Source: an optimization exercise on an open RTL-to-GDS flow (aim: a short achievable clock period and few clock cycles). Production flows keep margins and buffers that such runs may drop.
Only simulation tests tie the RTL to the original design; equivalence was not proved.
Power figures rest on the tool's default switching activity, not on a simulated workload.

==> inputs of run a <==
==> flow/design.v (excerpt) <==
module sm_pcpu
(
    input           clk,         
    input           rst_n,       
    input   [ 4:0]  regAddr,     
    output  [31:0]  regData,     
    output  [31:0]  imAddr,      
    input   [31:0]  imData,      
    output  [31:0]  dmAddr,      
    output          dmWe,        
    output  [31:0]  dmWData,     
    output          dmValid,     
    input           dmReady,     
    input   [31:0]  dmRData      
);
    localparam BHT_IW = 6;
    localparam BHT_N  = 1 << BHT_IW;
    localparam RS_ADD = 0, RS_SUB = 1, RS_OR = 2, RS_SLTU = 3,
               RS_SLL = 4, RS_SRL = 5, RS_IMM = 6, RS_CP0 = 7;
    reg  [31:0] pc_F;
    reg         v_E;
    reg  [31:0] pc_E;
    reg  [31:0] pcp4_E;
    reg  [31:0] btgt_E;
    reg         pred_E;
    reg  [31:0] opA_E;
    reg  [31:0] opB_E;
    reg  [31:0] opI_E;       
    reg  [ 5:0] srcA_E;
    reg  [ 5:0] srcB_E;
    reg  [ 5:0] srcI_E;
    reg  [31:0] imm_E;
    reg  [ 4:0] sa_E;
    reg  [ 7:0] rsel_E;
    reg  [ 3:0] kind_E;      
    reg  [ 4:0] dst_E;
    reg         rw_E;
    reg         ld_E;
    reg         st_E;
    reg         br_E;
    reg         bne_E;
    reg         mtc0_E;
    reg         eret_E;
    reg         ri_E;
  ...
make LEC_CHECK=0 ABC_CLOCK_PERIOD_IN_PS=1000 CAP_MARGIN=20 CORE_MARGIN=2 CORE_UTILIZATION=25 SETUP_SLACK_MARGIN=3.0 SLEW_MARGIN=20 TNS_END_PERCENT=5 finish   # period 6.5 ns
run.sh (not shown) runs the stock make flow with config.mk's settings and CLKGATE_MAP_FILE= SYNTH_SCRIPT=/design/flow/synth_recipe.tcl, a recipe that flattens the netlist after the stock synthesis.
==> inputs of run b, as changes to run a <==
--- a/flow/design.v
+++ b/flow/design.v
@@ -475,16 +475,19 @@
     reg  [31:0] btgt_E;
     reg         pred_E;
     reg  [31:0] opA_E;
     reg  [31:0] opB_E;
     reg  [31:0] opI_E;       
     reg  [ 5:0] srcA_E;
     reg  [ 5:0] srcB_E;
     reg  [ 5:0] srcI_E;
+    reg  [ 5:0] srcAn_E;
+    reg  [ 5:0] srcBn_E;
+    reg  [ 5:0] srcIn_E;
     reg  [31:0] imm_E;
     reg  [ 4:0] sa_E;
     reg  [ 7:0] rsel_E;
     reg  [ 3:0] kind_E;      
     reg  [ 4:0] dst_E;
     reg         rw_E;
     reg         ld_E;
     reg         st_E;
@@ -620,18 +623,30 @@
         end
     endgenerate
     wire        wrM     = v_M & rw_M & ~ld_M;
     wire        wrW     = v_W & rw_W;
     wire bypMA_F = wrM & (dst_M == rs_F);
     wire bypMB_F = wrM & (dst_M == rt_F);
     wire bypWA_F = wrW & (dst_W == rs_F);
     wire bypWB_F = wrW & (dst_W == rt_F);
-    wire [31:0] opA_F = bypMA_F ? res_M : bypWA_F ? wdW : rf[rs_F];
-    wire [31:0] opB_F = bypMB_F ? res_M : bypWB_F ? wdW : rf[rt_F];
+    wire [31:0] rsHot_F = 32'b1 << rs_F;
+    wire [31:0] rtHot_F = 32'b1 << rt_F;
+    reg  [31:0] rfA_F, rfB_F;
+    integer r;
+    always @ (*) begin
+        rfA_F = 32'b0;
+        rfB_F = 32'b0;
+        for (r = 1; r < 32; r = r + 1) begin
+            rfA_F = rfA_F | ({32{rsHot_F[r]}} & rf[r]);
+            rfB_F = rfB_F | ({32{rtHot_F[r]}} & rf[r]);
+        end
+    end
+    wire [31:0] opA_F = bypMA_F ? res_M : bypWA_F ? wdW : rfA_F;
+    wire [31:0] opB_F = bypMB_F ? res_M : bypWB_F ? wdW : rfB_F;
     wire fwdA_F  = v_E & rw_E & ~ld_E & (dst_E == rs_F);
     wire fwdB_F  = v_E & rw_E & ~ld_E & (dst_E == rt_F);
     wire fwdWA_F = ~fwdA_F & v_M & rw_M & ld_M & (dst_M == rs_F);
     wire fwdWB_F = ~fwdB_F & v_M & rw_M & ld_M & (dst_M == rt_F);
     wire [ 5:0] srcA_F = { ~fwdA_F & ~fwdWA_F, fwdWA_F, {4{fwdA_F}} & kind_E };
     wire [ 5:0] srcB_F = { ~fwdB_F & ~fwdWB_F, fwdWB_F, {4{fwdB_F}} & kind_E };
     wire [ 5:0] srcI_F = immSel_F ? 6'b100000 : srcB_F;
     assign hz_F = v_E & ld_E & rw_E & ((useRs_F & (rs_F == dst_E)) | (useRt_F & (rt_F == dst_E)));
@@ -658,16 +673,19 @@
             btgt_E   <= btgt_F;
             pred_E   <= pred_F;
             opA_E    <= opA_F;
             opB_E    <= opB_F;
             opI_E    <= immSel_F ? immv_F : opB_F;
             srcA_E   <= srcA_F;
             srcB_E   <= srcB_F;
             srcI_E   <= srcI_F;
+            srcAn_E  <= ~srcA_F;
+            srcBn_E  <= ~srcB_F;
+            srcIn_E  <= ~srcI_F;
             kind_E   <= kind_F;
             imm_E    <= immv_F;
             sa_E     <= sa_F;
             rsel_E   <= rsel_F;
             dst_E    <= dst_F;
             rw_E     <= rw_F;
             ld_E     <= lw_F;
             st_E     <= sw_F;
@@ -685,19 +703,25 @@
         input [31:0] oth, ld, op;
         opsel = ({32{src[0]}} & sum)
               | ({32{src[1]}} & dif)
               | ({32{src[2]}} & { 31'b0, slt })
               | ({32{src[3]}} & oth)
               | ({32{src[4]}} & ld)
               | ({32{src[5]}} & op);
     endfunction
-    wire [31:0] a_E  = opsel(srcA_E, sum_M, dif_M, slt_M, oth_M, dmRData, opA_E);
-    wire [31:0] b_E  = opsel(srcB_E, sum_M, dif_M, slt_M, oth_M, dmRData, opB_E);
-    wire [31:0] bi_E = opsel(srcI_E, sum_M, dif_M, slt_M, oth_M, dmRData, opI_E);
+    wire [31:0] aL_E  = opsel( srcA_E,  sum_M, dif_M, slt_M, oth_M, dmRData, opA_E);
+    wire [31:0] bL_E  = opsel( srcB_E,  sum_M, dif_M, slt_M, oth_M, dmRData, opB_E);
+    wire [31:0] biL_E = opsel( srcI_E,  sum_M, dif_M, slt_M, oth_M, dmRData, opI_E);
+    wire [31:0] aH_E  = opsel(~srcAn_E, sum_M, dif_M, slt_M, oth_M, dmRData, opA_E);
+    wire [31:0] bH_E  = opsel(~srcBn_E, sum_M, dif_M, slt_M, oth_M, dmRData, opB_E);
+    wire [31:0] biH_E = opsel(~srcIn_E, sum_M, dif_M, slt_M, oth_M, dmRData, opI_E);
+    wire [31:0] a_E  = { aH_E[31:16],  aL_E[15:0]  };
+    wire [31:0] b_E  = { bH_E[31:16],  bL_E[15:0]  };
+    wire [31:0] bi_E = { biH_E[31:16], biL_E[15:0] };
     wire [31:0] sum_E;
     wire [31:0] dif_E;
     wire        sumCo_E;
     wire        difCo_E;
     sm_ks_add add_E (.a(a_E), .b(bi_E), .ci(1'b0), .s(sum_E), .co(sumCo_E));
     sm_ks_add sub_E (.a(a_E), .b(~b_E), .ci(1'b1), .s(dif_E), .co(difCo_E));
     wire [31:0] sll_E  = b_E << sa_E;
     wire [31:0] srl_E  = b_E >> sa_E;
==> flow/flow/run.sh (new file) <==
#!/bin/bash
# Own layout flow: the standard synthesis, unchanged, then the standard flow's
# standard layout (standard.sh) with two differences:
#  - the port buffers are inserted as sky130_fd_sc_hd__buf_4 instead of the
#    delay buffer that buffer_ports picks by default;
#  - delay cells (clkdlybuf4s*, dlygate4sd*, dlymetal6s*) are added to the
#    platform's don't-use list (flow/dont_use.txt repeats the platform's own
#    list first), so timing repair sizes with real buffers.
# Each make run's full output goes to its own log in the work folder; ORFS
# also keeps each tool's log under orfs/logs/.
set -euo pipefail
DU="$(cat flow/dont_use.txt)"
bash standard.sh synth > synth.log 2>&1
bash standard.sh "DONT_USE_CELLS=$DU" "BUFFER_PORTS_ARGS=-buffer_cell sky130_fd_sc_hd__buf_4" finish > layout.log 2>&1
test -s out/final.def
==> flow/flow/dont_use.txt (new file) <==
sky130_fd_sc_hd__probe_p_8 sky130_fd_sc_hd__probec_p_8 sky130_fd_sc_hd__lpflow_bleeder_1 sky130_fd_sc_hd__lpflow_clkbufkapwr_1 sky130_fd_sc_hd__lpflow_clkbufkapwr_16 sky130_fd_sc_hd__lpflow_clkbufkapwr_2 sky130_fd_sc_hd__lpflow_clkbufkapwr_4 sky130_fd_sc_hd__lpflow_clkbufkapwr_8 sky130_fd_sc_hd__lpflow_clkinvkapwr_1 sky130_fd_sc_hd__lpflow_clkinvkapwr_16 sky130_fd_sc_hd__lpflow_clkinvkapwr_2 sky130_fd_sc_hd__lpflow_clkinvkapwr_4 sky130_fd_sc_hd__lpflow_clkinvkapwr_8 sky130_fd_sc_hd__lpflow_decapkapwr_12 sky130_fd_sc_hd__lpflow_decapkapwr_3 sky130_fd_sc_hd__lpflow_decapkapwr_4 sky130_fd_sc_hd__lpflow_decapkapwr_6 sky130_fd_sc_hd__lpflow_decapkapwr_8 sky130_fd_sc_hd__lpflow_inputiso0n_1 sky130_fd_sc_hd__lpflow_inputiso0p_1 sky130_fd_sc_hd__lpflow_inputiso1n_1 sky130_fd_sc_hd__lpflow_inputiso1p_1 sky130_fd_sc_hd__lpflow_inputisolatch_1 sky130_fd_sc_hd__lpflow_isobufsrc_1 sky130_fd_sc_hd__lpflow_isobufsrc_16 sky130_fd_sc_hd__lpflow_isobufsrc_2 sky130_fd_sc_hd__lpflow_isobufsrc_4 sky130_fd_sc_hd__lpflow_isobufsrc_8 sky130_fd_sc_hd__lpflow_isobufsrckapwr_16 sky130_fd_sc_hd__lpflow_lsbuf_lh_hl_isowell_tap_1 sky130_fd_sc_hd__lpflow_lsbuf_lh_hl_isowell_tap_2 sky130_fd_sc_hd__lpflow_lsbuf_lh_hl_isowell_tap_4 sky130_fd_sc_hd__lpflow_lsbuf_lh_isowell_4 sky130_fd_sc_hd__lpflow_lsbuf_lh_isowell_tap_1 sky130_fd_sc_hd__lpflow_lsbuf_lh_isowell_tap_2 sky130_fd_sc_hd__lpflow_lsbuf_lh_isowell_tap_4 sky130_fd_sc_hd__clkdlybuf4s15_1 sky130_fd_sc_hd__clkdlybuf4s15_2 sky130_fd_sc_hd__clkdlybuf4s18_1 sky130_fd_sc_hd__clkdlybuf4s18_2 sky130_fd_sc_hd__clkdlybuf4s25_1 sky130_fd_sc_hd__clkdlybuf4s25_2 sky130_fd_sc_hd__clkdlybuf4s50_1 sky130_fd_sc_hd__clkdlybuf4s50_2 sky130_fd_sc_hd__dlygate4sd1_1 sky130_fd_sc_hd__dlygate4sd2_1 sky130_fd_sc_hd__dlygate4sd3_1 sky130_fd_sc_hd__dlymetal6s2s_1 sky130_fd_sc_hd__dlymetal6s4s_1 sky130_fd_sc_hd__dlymetal6s6s_1 
==> flow/standard.sh (new file) <==
#!/bin/bash
# synth_recipe.tcl (not shown) runs the flow's synth.tcl, then flattens the netlist and writes it again
# the make line also repeats each setting of config.mk as NAME=value (left out here)
make -C /OpenROAD-flow-scripts/flow DESIGN_CONFIG=/design/flow/config.mk WORK_HOME=/design/flow/orfs CLKGATE_MAP_FILE= SYNTH_SCRIPT=/design/flow/synth_recipe.tcl "${@:-finish}"
- CORE_UTILIZATION: 25 -> 35
- PLACE_DENSITY: unset -> 0.65
- TNS_END_PERCENT: 5 -> 100
removed: flow/run.sh
==> run notes <==
                                                          run a         run b
Number of enable flip-flop cells after synthesis          1,442         1,457
Cell Count, Final, Fillers Out                           16,300        15,100
Post-placement setup slack                             0.206 ns      0.867 ns
Layout cell share with drive strength beyond 1            0.219         0.254
Resized Gates After CTS                                     497           531
Seq cells post-synth                                      2,018         2,033
XOR/XNOR share of the synthesized area                   0.0571        0.0565
Synth async-reset ratio                                   0.138         0.137
Min Tclk post-route                                     4.49 ns       4.00 ns
Pin slew with the least headroom to its limit           1.31 ns       1.27 ns
Vias in the first global route                           92,200        97,200
Run status                     no timing/DRC/antenna violations  no timing/DRC/antenna violations
Reported clock group power                              13.6 mW       13.7 mW
Power of the combinational group                        28.7 mW       28.2 mW
Worst setup path endpoint                             sum_M[30]     sum_M[31]
Non-clk invs                                                188           264
Sw Ratio                                                  0.434         0.430
Sequential Area                                     56,300 um^2   56,800 um^2
Die Y-Extent                                             658 um        558 um
Total Die Area                                     433,000 um^2  312,000 um^2
Wire length of the first global-routing pass             827 mm        875 mm
Post-detail-place hpwl                                   403 mm        428 mm
Critical path's largest stage delay                     0.60 ns       0.50 ns
Area Growth Syn to Fin                                    24.8%         25.5%
Sum of buffers and inverters on the critical path             5             3
Total met3 wirelength after detailed routing             101 mm        105 mm
Testbench counts of run a, summed over its fixed seeds: cycles 73,081.
Testbench counts of run b, summed over its fixed seeds: cycles 73,081.

[what the ideal ports hide]
No port has a modelled driver above. Below, the same layouts with a new extraction and two added sets of constraints. Step 1: set_driving_cell puts a clkbuf_16 on clk and a buf_2 on each other input, an assumption about the parent block. Step 2 times the ports against the registers' clock, not the clock port: input delays grow and output delays shrink by t, the midpoint of the rising clock arrivals with the driver on. a / b / c = no drivers / after step 1 / after step 2; a / b = the first two.
| run | t, ns | setup slack, ns | worst data-port slew with drivers (ns) |
|---|---|---|---|
| run a | 1.038 | 2.014 / 2.014 / 1.242 | 0.42 |
| run b | 1.034 | 2.504 / 2.504 / 1.735 | 0.11 |
After both steps every run listed still meets setup and hold. For run a, which loses most, drivers alone change the setup slack by 0.000 ns; drivers and shift together by -0.772 ns.
